This design comes from an exercise in tuning for small area, a short achievable clock period and few clock cycles per item on the open sky130 flow, not from production work. At most, simulation tests tie the RTL to the original design; equivalence was not proved. Power and IR drop assume default switching activity.

Setup of tundra:
// alu_multi_cycle
module alu_multi_cycle #(
    parameter OPERAND_BUS_WIDTH = 8,
    parameter OPERAND_MAX_DATA_WIDTH = 32,
    parameter RESULT_BUS_WIDTH = 16,
    parameter RESULT_MAX_DATA_WIDTH = 64
) (
    input   wire                            clk,
    input   wire                            rst,  
    input   wire                            operand_valid,
    input   wire [2:0]                      op,
    input   wire [OPERAND_BUS_WIDTH-1:0]    a,
    input   wire [OPERAND_BUS_WIDTH-1:0]    b,
    input   wire                            operand_last,
    output  reg                             ready,
    output  reg                             result_valid,
    output  reg  [RESULT_BUS_WIDTH-1:0]     result,
    output  reg                             result_last,
    output  reg                             result_rst
);
Size in the first run: about 1200 cells after synthesis, ~150 flip-flops, about 43 I/O pins, roughly 11000 sq um of cells after synthesis.
Settings: LEC_CHECK=0, CAP_MARGIN=20, CORE_MARGIN=2, CORE_UTILIZATION=40, CTS_BUF_LIST=sky130_fd_sc_hd__clkbuf_4 sky130_fd_sc_hd__clkbuf_8, CTS_CLUSTER_SIZE=30, SLEW_MARGIN=20, SETUP_SLACK_MARGIN=5.75; clock period 10.0 ns.
standard.sh (not shown) runs the stock make flow with config.mk's settings and CLKGATE_MAP_FILE= SYNTH_SCRIPT=/design/flow/synth_recipe.tcl, a recipe that flattens the netlist after the stock synthesis.
==> flow/flow/run.sh <==
#!/bin/bash
set -e
echo "export SETUP_SLACK_MARGIN = 5.75" >> config.mk
bash standard.sh > standard.log 2>&1
Testbench counts of tundra, summed over its fixed seeds: cycles 31,033, items 8,000.
### tundra -> zinc
- CTS_CLUSTER_SIZE: 30 -> unset
- CORE_UTILIZATION: 40 -> 60
Notes after the runs:
- zinc leaves less setup margin than tundra.
- Measured against each other, tundra and zinc differ in number of global-route vias before repair, the higher figure coming from tundra.
- Taking tundra as the reference, in zinc cell-internal power now sits higher; footprint of the multi-input gates now sits higher; combinational fraction of design power now sits higher.
- Final routed wire length divided by cell count (lower): tundra
- Non-clock buffer count: higher on zinc
- Worst setup path category = reg -> reg: zinc; worst setup path category = in -> reg: tundra
- From zinc to tundra, count of flip-flops with a built-in enable after synthesis did not move at all.
- Overall power after layout (higher): zinc
- zinc: PASS, flow complete, no timing, DRC or antenna violations
- The fmax reported for zinc is smaller than that of tundra by 1.0 MHz.
Inputs modified between zinc and cedar:
- CORE_UTILIZATION: 60 -> 40
==> comparison <==
- Relative to zinc, the final cell area reported for cedar is lower.
- Cmp cedar and zinc / via density per instance / higher: zinc
- Summary of cedar over zinc: die area grew by about 50%; via count shrank by about 1.2%; layout cell share with drive strength beyond 1 shrank by 2.2 points.
- Summary of the comparison: met2 capacity usage during global routing is lower in cedar, relative to zinc.
- Arrival time reported for the critical path endpoint (lower): cedar
- For the layout filler cell count, cedar came in 1323 higher than zinc did.
- The flow did not stop early for cedar: all stages ran, and the layout cleared the timing, DRC and antenna checks.
- Between zinc and cedar, the flow reports total cell area at the placement stage increasing slightly.
Setup changes, cedar to raven
- clearing CTS_BUF_LIST, which used to be sky130_fd_sc_hd__clkbuf_4 sky130_fd_sc_hd__clkbuf_8
- swapping 5.75 for 5 in SETUP_SLACK_MARGIN
==> flow/run.sh (new file) <==
#!/bin/bash
# synth_recipe.tcl (not shown) runs the flow's synth.tcl, then flattens the netlist and writes it again
# the make line also repeats each setting of config.mk as NAME=value (left out here)
make -C /OpenROAD-flow-scripts/flow DESIGN_CONFIG=/design/flow/config.mk WORK_HOME=/design/flow/orfs CLKGATE_MAP_FILE= SYNTH_SCRIPT=/design/flow/synth_recipe.tcl finish
removed: flow/flow/run.sh
removed: flow/standard.sh
Findings:
cedar completed end to end with timing, DRC and antenna clean. raven went all the way through the flow, and no timing, DRC or antenna check failed. Between raven and cedar, the total cell area at the placement stage does not differ in any meaningful way. Delta (raven minus cedar): non-filler instance count after layout fell by 0.91%; hold slack decreased by 53 ps relative to the old numbers.
### raven -> xenon
- SETUP_SLACK_MARGIN changed from 5 to 6.0
==> flow/flow/run.sh (new file) <==
#!/bin/bash
set -e
echo "export SETUP_SLACK_MARGIN = 6.0" >> config.mk
bash standard.sh > standard.log 2>&1
==> flow/standard.sh (new file) <==
#!/bin/bash
# synth_recipe.tcl (not shown) runs the flow's synth.tcl, then flattens the netlist and writes it again
# the make line also repeats each setting of config.mk as NAME=value (left out here)
make -C /OpenROAD-flow-scripts/flow DESIGN_CONFIG=/design/flow/config.mk WORK_HOME=/design/flow/orfs CLKGATE_MAP_FILE= SYNTH_SCRIPT=/design/flow/synth_recipe.tcl "${@:-finish}"
removed: flow/run.sh
## What came out
xenon leaves more setup margin than raven.
What raven reported for power has to be multiplied by 1.16 to get the figure for xenon.
raven ended up with d_neg[0] as its timing startpoint of the critical path; xenon ended up with m_busy.
Cell count: xenon higher than raven
Taking raven as the reference, in xenon total inserted antenna cells saw little to no change, routability congestion estimate held.
> inputs changed (xenon -> harbor)
- SETUP_SLACK_MARGIN: 6.0 -> 5.75
- CTS_BUF_LIST: unset -> sky130_fd_sc_hd__clkbuf_4 sky130_fd_sc_hd__clkbuf_8
- SLEW_MARGIN: 20 -> 10
- CAP_MARGIN: 20 -> 10
- BUFFER_PORTS_ARGS: unset -> -buffer_cell sky130_fd_sc_hd__buf_2
==> flow/flow/run.sh <==
#!/bin/bash
set -e
echo "export SETUP_SLACK_MARGIN = 5.75" >> config.mk
echo "export BUFFER_PORTS_ARGS = -buffer_cell sky130_fd_sc_hd__buf_2" >> config.mk
bash standard.sh > standard.log 2>&1
[summary]
- The lower hold slack came out of xenon.
- harbor vs. xenon: count of antenna diodes in the layout closely matched the old numbers, number of search-and-repair iterations in the first detailed-routing pass has increased.


## JK
alu_multi_cycle, a different RTL version from the one above (not shown whole).
Size in the first run: about 1200 cells after synthesis, roughly 43 I/O pins, ~0.011 mm² of cells after synthesis.
==> flow/design.v (excerpt) <==
module alu_multi_cycle #(
    parameter OPERAND_BUS_WIDTH = 8,
    parameter OPERAND_MAX_DATA_WIDTH = 32,
    parameter RESULT_BUS_WIDTH = 16,
    parameter RESULT_MAX_DATA_WIDTH = 64
) (
    input   wire                            clk,
    input   wire                            rst,  
    input   wire                            operand_valid,
    input   wire [2:0]                      op,
    input   wire [OPERAND_BUS_WIDTH-1:0]    a,
    input   wire [OPERAND_BUS_WIDTH-1:0]    b,
    input   wire                            operand_last,
    output  reg                             ready,
    output  reg                             result_valid,
    output  reg  [RESULT_BUS_WIDTH-1:0]     result,
    output  reg                             result_last,
    output  reg                             result_rst
);
    reg [31:0] opa;       
    reg [31:0] opb;       
    reg        cy;        
    reg [2:0]  opc;       
    reg [1:0]  nb;        
    reg        s_recv;    
    reg        s_full;    
    reg        m_busy;    
    reg [2:0]  didx;      
    reg [1:0]  d_one, d_two, d_neg;    
    reg        d_top;     
    reg [63:0] o;         
    reg [1:0]  corr;      
    wire flush = !rst || (operand_valid && op == 3'b111);
    always @(*) result = o[15:0];
    wire is_mul  = (opc == 3'b100);
    wire o_free  = !m_busy && (!result_valid || result_last);
    wire xfer    = s_full && o_free;
    wire step    = m_busy || (xfer && is_mul);
    wire m_done  = (didx == 3'd0);
    wire accept  = operand_valid && ready;
    wire first   = !s_recv;
    wire lastb   = operand_last || !first && nb == 2'd3;
    wire [23:0] ohi  = o[63:40];
    wire [23:0] ofix = corr[1] ? ohi - 24'd1 : (corr[0] ? ohi + 24'd1 : ohi);
    wire o_hi0   = ({ofix, o[39:32]} == 32'd0);
    wire [2:0] cur_op = first ? op : opc;
    wire       cin    = !first && cy;
    wire [9:0] bsum_x = {1'b0, a, 1'b1} + {1'b0, b, cin};
    wire [8:0] bsum   = bsum_x[9:1];
    reg  [7:0] rbyte;
    reg        rcarry;
    always @(*) begin
        rcarry = 1'b0;
        case (cur_op)
            3'b001: {rcarry, rbyte} = bsum;
            3'b010: rbyte = a & b;
            3'b011: rbyte = a ^ b;
            3'b100: rbyte = a;
            default: rbyte = 8'd0;
        endcase
    end
    function automatic [6:0] benc(input [4:0] x);    
        integer m;
  ...
==> flow/config.mk <==
export PLATFORM = sky130hd
export DESIGN_NAME = alu_multi_cycle
export DESIGN_NICKNAME = alu_multi_cycle
export VERILOG_FILES = /design/flow/design.v
export SDC_FILE = /design/flow/constraint.sdc
export NUM_CORES = 4
export LEC_CHECK = 0
export CAP_MARGIN = 20
export CORE_MARGIN = 2
export CORE_UTILIZATION = 40
export CTS_BUF_LIST = sky130_fd_sc_hd__clkbuf_4 sky130_fd_sc_hd__clkbuf_8
export SLEW_MARGIN = 20
export SETUP_SLACK_MARGIN = 6.0
export BUFFER_PORTS_ARGS = -buffer_cell sky130_fd_sc_hd__buf_2
==> flow/constraint.sdc <==
create_clock -name core_clock -period 10.0 [get_ports {clk}]
set_input_delay 2.0000 -clock core_clock [delete_from_list [all_inputs] [get_ports {clk}]]
set_output_delay 2.0000 -clock core_clock [all_outputs]
set_load 0.01 [all_outputs]
==> flow/flow/run.sh <==
#!/bin/bash
set -e
echo "export SETUP_SLACK_MARGIN = 6.0" >> config.mk
echo "export BUFFER_PORTS_ARGS = -buffer_cell sky130_fd_sc_hd__buf_2" >> config.mk
bash standard.sh > standard.log 2>&1
Testbench counts of JK, summed over its fixed seeds: cycles 31,033, items 8,000.
Input-level comparison between MS and JK:
# JK
export LEC_CHECK = 0
export CAP_MARGIN = 20
export CORE_MARGIN = 2
export CORE_UTILIZATION = 40
export CTS_BUF_LIST = sky130_fd_sc_hd__clkbuf_4 sky130_fd_sc_hd__clkbuf_8
export SLEW_MARGIN = 20
export SETUP_SLACK_MARGIN = 6.0
export BUFFER_PORTS_ARGS = -buffer_cell sky130_fd_sc_hd__buf_2
create_clock -name core_clock -period 10.0 [get_ports {clk}]
# MS
export LEC_CHECK = 0
export CAP_MARGIN = 20
export CORE_MARGIN = 2
export CORE_UTILIZATION = 40
export CTS_BUF_LIST = sky130_fd_sc_hd__clkbuf_4 sky130_fd_sc_hd__clkbuf_8
export SLEW_MARGIN = 20
export SETUP_SLACK_MARGIN = 6.1
export BUFFER_PORTS_ARGS = -buffer_cell sky130_fd_sc_hd__buf_2
create_clock -name core_clock -period 10.0 [get_ports {clk}]
==> flow/flow/run.sh <==
#!/bin/bash
set -e
echo "export SETUP_SLACK_MARGIN = 6.1" >> config.mk
echo "export BUFFER_PORTS_ARGS = -buffer_cell sky130_fd_sc_hd__buf_2" >> config.mk
bash standard.sh > standard.log 2>&1
[summary]
From JK to MS the numbers moved as follows: first-iteration detailed-routing DRC count up about 10%, post-route worst setup slack up 0.029 ns, number of inserted filler cells in the final layout down 86. From JK to MS the numbers moved as follows: met1 track demand over resource +0.94 points; post-detailed-placement cell area essentially unchanged; worst hold slack decreased by 0.013 ns relative to the old numbers.
Input-level comparison between AL and MS:
# MS
export LEC_CHECK = 0
export CAP_MARGIN = 20
export CORE_MARGIN = 2
export CORE_UTILIZATION = 40
export CTS_BUF_LIST = sky130_fd_sc_hd__clkbuf_4 sky130_fd_sc_hd__clkbuf_8
export SLEW_MARGIN = 20
export SETUP_SLACK_MARGIN = 6.1
export BUFFER_PORTS_ARGS = -buffer_cell sky130_fd_sc_hd__buf_2
create_clock -name core_clock -period 10.0 [get_ports {clk}]
# AL
export LEC_CHECK = 0
export CAP_MARGIN = 20
export CORE_MARGIN = 2
export CORE_UTILIZATION = 40
export CTS_BUF_LIST = sky130_fd_sc_hd__clkbuf_4 sky130_fd_sc_hd__clkbuf_8
export PLACE_DENSITY = 0.5
export SLEW_MARGIN = 20
export SETUP_SLACK_MARGIN = 6.0
export BUFFER_PORTS_ARGS = -buffer_cell sky130_fd_sc_hd__buf_2
create_clock -name core_clock -period 10.0 [get_ports {clk}]
==> flow/flow/run.sh <==
#!/bin/bash
set -e
echo "export SETUP_SLACK_MARGIN = 6.0" >> config.mk
echo "export BUFFER_PORTS_ARGS = -buffer_cell sky130_fd_sc_hd__buf_2" >> config.mk
bash standard.sh > standard.log 2>&1
==> results.txt <==
Every stage of the flow completed for AL, and the final layout passed the timing, DRC and antenna checks. As far as final count of negative-setup-slack endpoints goes, AL and MS are indistinguishable; the numbers are identical. AL does worse than MS on number of DRC violations after detailed-routing iteration 0. Re count of cell instances traversed by the critical path: AL is 1 down on MS. Going from MS to AL, time the final worst path needs with I/O delays and setup stayed essentially flat, total routed wire length on the met1 layer rose by 8.3%. MS vs AL, critical path launch point: d_one[1] vs d_two[0]. Compared with MS, AL improves net load switching power. Share of total power in combinational logic is higher on MS. Compared to MS, AL has sequential share of layout area 0.98 points higher. AL vs. MS: non-filler instance count after layout has decreased; worst-case reg-to-reg path depth went down; via density per instance -0.25.


alu_multi_cycle, a different RTL version from the one above (not shown whole).
Size: ~1,200 cells after synthesis, roughly 170 flip-flops, roughly 12,000 um^2 of cells after synthesis.
==> flow/config.mk <==
export PLATFORM = sky130hd
export DESIGN_NAME = alu_multi_cycle
export DESIGN_NICKNAME = alu_multi_cycle
export VERILOG_FILES = /design/flow/design.v
export SDC_FILE = /design/flow/constraint.sdc
export NUM_CORES = 4
export LEC_CHECK = 0
export CAP_MARGIN = 20
export CORE_MARGIN = 2
export CORE_UTILIZATION = 40
export CTS_BUF_LIST = sky130_fd_sc_hd__clkbuf_4 sky130_fd_sc_hd__clkbuf_8
export SLEW_MARGIN = 20
export SETUP_SLACK_MARGIN = 6.0
export BUFFER_PORTS_ARGS = -buffer_cell sky130_fd_sc_hd__buf_2
==> flow/constraint.sdc <==
create_clock -name core_clock -period 10.0 [get_ports {clk}]
set_input_delay 2.0000 -clock core_clock [delete_from_list [all_inputs] [get_ports {clk}]]
set_output_delay 2.0000 -clock core_clock [all_outputs]
set_load 0.01 [all_outputs]
==> flow/flow/run.sh <==
#!/bin/bash
set -e
echo "export SETUP_SLACK_MARGIN = 6.0" >> config.mk
echo "export BUFFER_PORTS_ARGS = -buffer_cell sky130_fd_sc_hd__buf_2" >> config.mk
bash standard.sh > standard.log 2>&1
Next try:
--- a/flow/flow/run.sh
+++ b/flow/flow/run.sh
@@ -3 +3 @@
-echo "export SETUP_SLACK_MARGIN = 6.0" >> config.mk
+echo "export SETUP_SLACK_MARGIN = 6.25" >> config.mk
SETUP_SLACK_MARGIN = 6.25   (was 6.0)
Register-to-register slack gains 0.05 ns.
Worst setup slack gains 0.053 ns.
Worst hold slack loses 0.022 ns.
No run of this note included a check of the RTL's function; only the layout flow was run.


The RTL this note starts from:
==> flow/design.v <==
module alu_multi_cycle #(
    parameter OPERAND_BUS_WIDTH = 8,
    parameter OPERAND_MAX_DATA_WIDTH = 32,
    parameter RESULT_BUS_WIDTH = 16,
    parameter RESULT_MAX_DATA_WIDTH = 64
) (
    input   wire                            clk,
    input   wire                            rst,  
    input   wire                            operand_valid,
    input   wire [2:0]                      op,
    input   wire [OPERAND_BUS_WIDTH-1:0]    a,
    input   wire [OPERAND_BUS_WIDTH-1:0]    b,
    input   wire                            operand_last,
    output  reg                             ready,
    output  reg                             result_valid,
    output  reg  [RESULT_BUS_WIDTH-1:0]     result,
    output  reg                             result_last,
    output  reg                             result_rst
);
    reg [31:0] opa;       
    reg [31:0] opb;       
    reg        cy;        
    reg [2:0]  opc;       
    reg [1:0]  nb;        
    reg        s_recv;    
    reg        s_full;    
    reg        m_busy;    
    reg [2:0]  didx;      
    reg [1:0]  d_one, d_two, d_neg;    
    reg        d_top;     
    reg [63:0] o;         
    wire flush = !rst || (operand_valid && op == 3'b111);
    always @(*) result = o[15:0];
    wire is_mul  = (opc == 3'b100);
    wire o_free  = !m_busy && (!result_valid || result_last);
    wire xfer    = s_full && o_free;
    wire step    = m_busy || (xfer && is_mul);
    wire m_done  = (didx == 3'd0);
    wire accept  = operand_valid && ready;
    wire first   = !s_recv;
    wire lastb   = operand_last || !first && nb == 2'd3;
    wire o_hi0   = (o[63:32] == 32'd0);
    wire [2:0] cur_op = first ? op : opc;
    wire       cin    = !first && cy;
    wire [9:0] bsum_x = {1'b0, a, 1'b1} + {1'b0, b, cin};
    wire [8:0] bsum   = bsum_x[9:1];
    reg  [7:0] rbyte;
    reg        rcarry;
    always @(*) begin
        rcarry = 1'b0;
        case (cur_op)
            3'b001: {rcarry, rbyte} = bsum;
            3'b010: rbyte = a & b;
            3'b011: rbyte = a ^ b;
            3'b100: rbyte = a;
            default: rbyte = 8'd0;
        endcase
    end
    function automatic [6:0] benc(input [4:0] x);    
        integer m;
        reg b2, b1, b0;
        begin
            benc = 7'd0;
            for (m = 0; m < 2; m = m + 1) begin
                b2 = x[2*m+2]; b1 = x[2*m+1]; b0 = x[2*m];
                benc[m]   = b1 ^ b0;
                benc[2+m] = (b2 & !b1 & !b0) | (!b2 & b1 & b0);
                benc[4+m] = b2 & !(b1 & b0);
            end
            benc[6] = x[4];
        end
    endfunction
    wire [2:0] nd_idx = didx - 3'd1;
    wire [4:0] nd_x   = {opa[{nd_idx, 2'b00} +: 4], (nd_idx == 3'd0) ? 1'b0 : opa[{nd_idx, 2'b00} - 1]};
    wire [4:0] fd_x   = {a[7:4], a[3]};
    wire [32:0] pp0 = (({33{d_one[0]}} & {1'b0, opb}) | ({33{d_two[0]}} & {opb, 1'b0})) ^ {33{d_neg[0]}};
    wire [32:0] pp1 = (({33{d_one[1]}} & {1'b0, opb}) | ({33{d_two[1]}} & {opb, 1'b0})) ^ {33{d_neg[1]}};
    wire [41:0] row0 = {6'b111111, !d_neg[0], d_neg[0], d_neg[0], pp0};
    wire [41:0] row1 = {6'd0, !d_neg[1], pp1, 2'b00};
    wire [39:0] accl = m_busy ? {o[35:0], 4'd0} : (d_top ? {4'd0, opb, 4'd0} : 40'd0);
    wire [41:0] arow = {2'd0, accl[39:4], 1'b0, d_neg[1], 1'b0, d_neg[0]};
    wire [41:0] c1s  = row0 ^ row1 ^ arow;
    wire [41:0] c1c  = ((row0 & row1) | (row0 & arow) | (row1 & arow)) << 1;
    wire [41:0] lsum = c1s + c1c;
    wire [23:0] acch = m_busy ? o[59:36] : 24'd0;
    wire [23:0] hinc = acch + 24'd1;
    wire [23:0] hdec = acch - 24'd1;
    wire [23:0] hsum = lsum[41] ? hdec : (lsum[40] ? hinc : acch);
    wire [63:0] macc = {hsum, lsum[39:0]};
    always @(posedge clk) begin
        if (step)
            o <= macc;
        else if (xfer)
            o <= {31'd0, cy && nb == 2'd0, opa[31:25], opa[24] | (cy && nb == 2'd3),
                  opa[23:17], opa[16] | (cy && nb == 2'd2), opa[15:9], opa[8] | (cy && nb == 2'd1), opa[7:0]};
        else
            o <= {16'd0, o[63:16]};
    end
    always @(posedge clk) begin
        if (accept) begin
            cy <= rcarry;
            if (first) begin
                opa <= {24'd0, rbyte};
                opb <= {24'd0, b};
            end else begin
                case (nb)
                    2'd1: begin opa[15:8]  <= rbyte; opb[15:8]  <= b; end
                    2'd2: begin opa[23:16] <= rbyte; opb[23:16] <= b; end
                    default: begin opa[31:24] <= rbyte; opb[31:24] <= b; end
                endcase
            end
        end
    end
    reg        s_recv_n, s_full_n, m_busy_n, rv_n, rl_n;
    reg [2:0]  didx_n, opc_n;
    reg [1:0]  nb_n;
    reg [6:0]  dsel_n;
    always @(*) begin
        s_recv_n = s_recv;
        s_full_n = s_full;
        m_busy_n = m_busy;
        didx_n   = didx;
        opc_n    = opc;
        nb_n     = nb;
        dsel_n   = {d_top, d_neg, d_two, d_one};
        if (result_valid && !result_last) begin
            rv_n = 1'b1;
            rl_n = o_hi0;
        end else begin
            rv_n = 1'b0;
            rl_n = 1'b0;
        end
        if (step) begin
            didx_n   = nd_idx;
            dsel_n   = benc(nd_x);
            m_busy_n = !m_done;
            if (m_done) begin
                s_full_n = 1'b0;
                rv_n     = 1'b1;
                rl_n     = 1'b0;
            end
        end else if (xfer) begin
            s_full_n = 1'b0;
            rv_n     = 1'b1;
            rl_n     = 1'b0;
        end
        if (accept) begin
            if (first) begin
                opc_n = op;
                nb_n  = 2'd1;
                if (op != 3'b000) begin
                    if (operand_last) s_full_n = 1'b1;
                    else              s_recv_n = 1'b1;
                end
            end else begin
                nb_n = nb + 2'd1;
                if (lastb) begin
                    s_recv_n = 1'b0;
                    s_full_n = 1'b1;
                end
            end
            if (lastb) begin
                didx_n = {nb, 1'b1} & {first ? 2'b00 : 2'b11, 1'b1};
                dsel_n = benc(fd_x);
            end
        end
        if (flush) begin
            s_recv_n = 1'b0;
            s_full_n = 1'b0;
            m_busy_n = 1'b0;
            rv_n     = 1'b0;
            rl_n     = 1'b0;
        end
    end
    wire o_free_n = !m_busy_n && (!rv_n || rl_n);
    wire ready_n  = !s_full_n || (o_free_n && opc_n != 3'b100) || (m_busy_n && didx_n == 3'd0);
    always @(posedge clk) begin
        s_recv       <= s_recv_n;
        s_full       <= s_full_n;
        m_busy       <= m_busy_n;
        didx         <= didx_n;
        opc          <= opc_n;
        nb           <= nb_n;
        {d_top, d_neg, d_two, d_one} <= dsel_n;
        result_valid <= rv_n;
        result_last  <= rl_n;
        ready        <= ready_n;
        result_rst   <= flush;
    end
endmodule
Settings: LEC_CHECK=0, CAP_MARGIN=20, CORE_MARGIN=2, CORE_UTILIZATION=70, PLACE_DENSITY=0.8, SETUP_SLACK_MARGIN=5, SLEW_MARGIN=20; clock period 10.0 ns.
run.sh (not shown) runs the stock make flow with config.mk's settings and CLKGATE_MAP_FILE= SYNTH_SCRIPT=/design/flow/synth_recipe.tcl, a recipe that flattens the netlist after the stock synthesis.
Stock flow here: none of the scripts above is used.
The starting point finished clean.
Testbench counts at the start, summed over its fixed seeds: cycles 31,033, items 8,000.
Rerun with:
CORE_UTILIZATION = 40   (was 70)
PLACE_DENSITY = unset   (was 0.8)
Outcome:
- first-iteration DRC count shrinks by well over a third
- combinational power goes down by a few percent
- hold slack degrades by 0.0082 ns
- setup slack gets better by 0.017 ns
- utilization is lower by 33 points
- synthesized area stays the same
- register-to-register slack improves by 0.02 ns
- routed wire length rises slightly
- via count goes down by a few percent
- cell count grows by roughly a tenth
- non-clock buffer count goes up by 1

separate check: timing with driven ports:
No port has a modelled driver above. Below, the same layouts with a new extraction and two added sets of constraints. Step 1 (the two cells are an assumption about what drives the block):
set clk [get_ports {clk}]
set_driving_cell -lib_cell sky130_fd_sc_hd__clkbuf_16 $clk
set_driving_cell -lib_cell sky130_fd_sc_hd__buf_2 [delete_from_list [all_inputs] $clk]
Step 2, shift: input delay + t, output delay - t, t = (earliest + latest rising clock arrival at the registers) / 2. This alone moves slack from input paths to output paths. Three values: ideal, step 1, step 2; two values: the first two.
run | t (ns) | setup WS [ns] | worst hold slack (ns) | latest minus earliest clock arrival (ns)
tundra | 0.499 | 5.866 / 5.871 / 5.393 | 0.534 / 0.534 / 0.534 | 0.027 / 0.028
zinc | 0.518 | 5.848 / 5.848 / 5.441 | 0.513 / 0.513 / 0.513 | 0.017 / 0.017
cedar | 0.499 | 5.866 / 5.871 / 5.393 | 0.534 / 0.534 / 0.534 | 0.027 / 0.028
raven | 0.475 | 5.282 / 5.282 / 5.144 | 0.481 / 0.481 / 0.481 | 0.013 / 0.013
xenon | 0.476 | 5.894 / 5.894 / 5.636 | 0.500 / 0.500 / 0.500 | 0.016 / 0.015
harbor | 0.516 | 5.870 / 5.870 / 5.544 | 0.524 / 0.524 / 0.524 | 0.022 / 0.022
JK | 0.504 | 6.071 / 6.071 / 5.661 | 0.494 / 0.494 / 0.494 | 0.021 / 0.021
MS | 0.512 | 6.100 / 6.100 / 5.733 | 0.481 / 0.481 / 0.481 | 0.022 / 0.022
AL | 0.508 | 6.099 / 6.099 / 5.643 | 0.506 / 0.506 / 0.506 | 0.024 / 0.024
the first run of note 3 | 0.510 | 6.144 / 6.144 / 5.839 | 0.515 / 0.515 / 0.515 | 0.023 / 0.022
the second run of note 3 | 0.521 | 6.197 / 6.197 / 6.013 | 0.493 / 0.493 / 0.493 | 0.016 / 0.016
the first run of note 4 | 0.486 | 5.175 / 5.175 / 4.940 | 0.513 / 0.513 / 0.513 | 0.022 / 0.022
the second run of note 4 | 0.475 | 5.192 / 5.192 / 5.158 | 0.505 / 0.505 / 0.505 | 0.017 / 0.017
After both steps setup and hold are still met in every run listed.
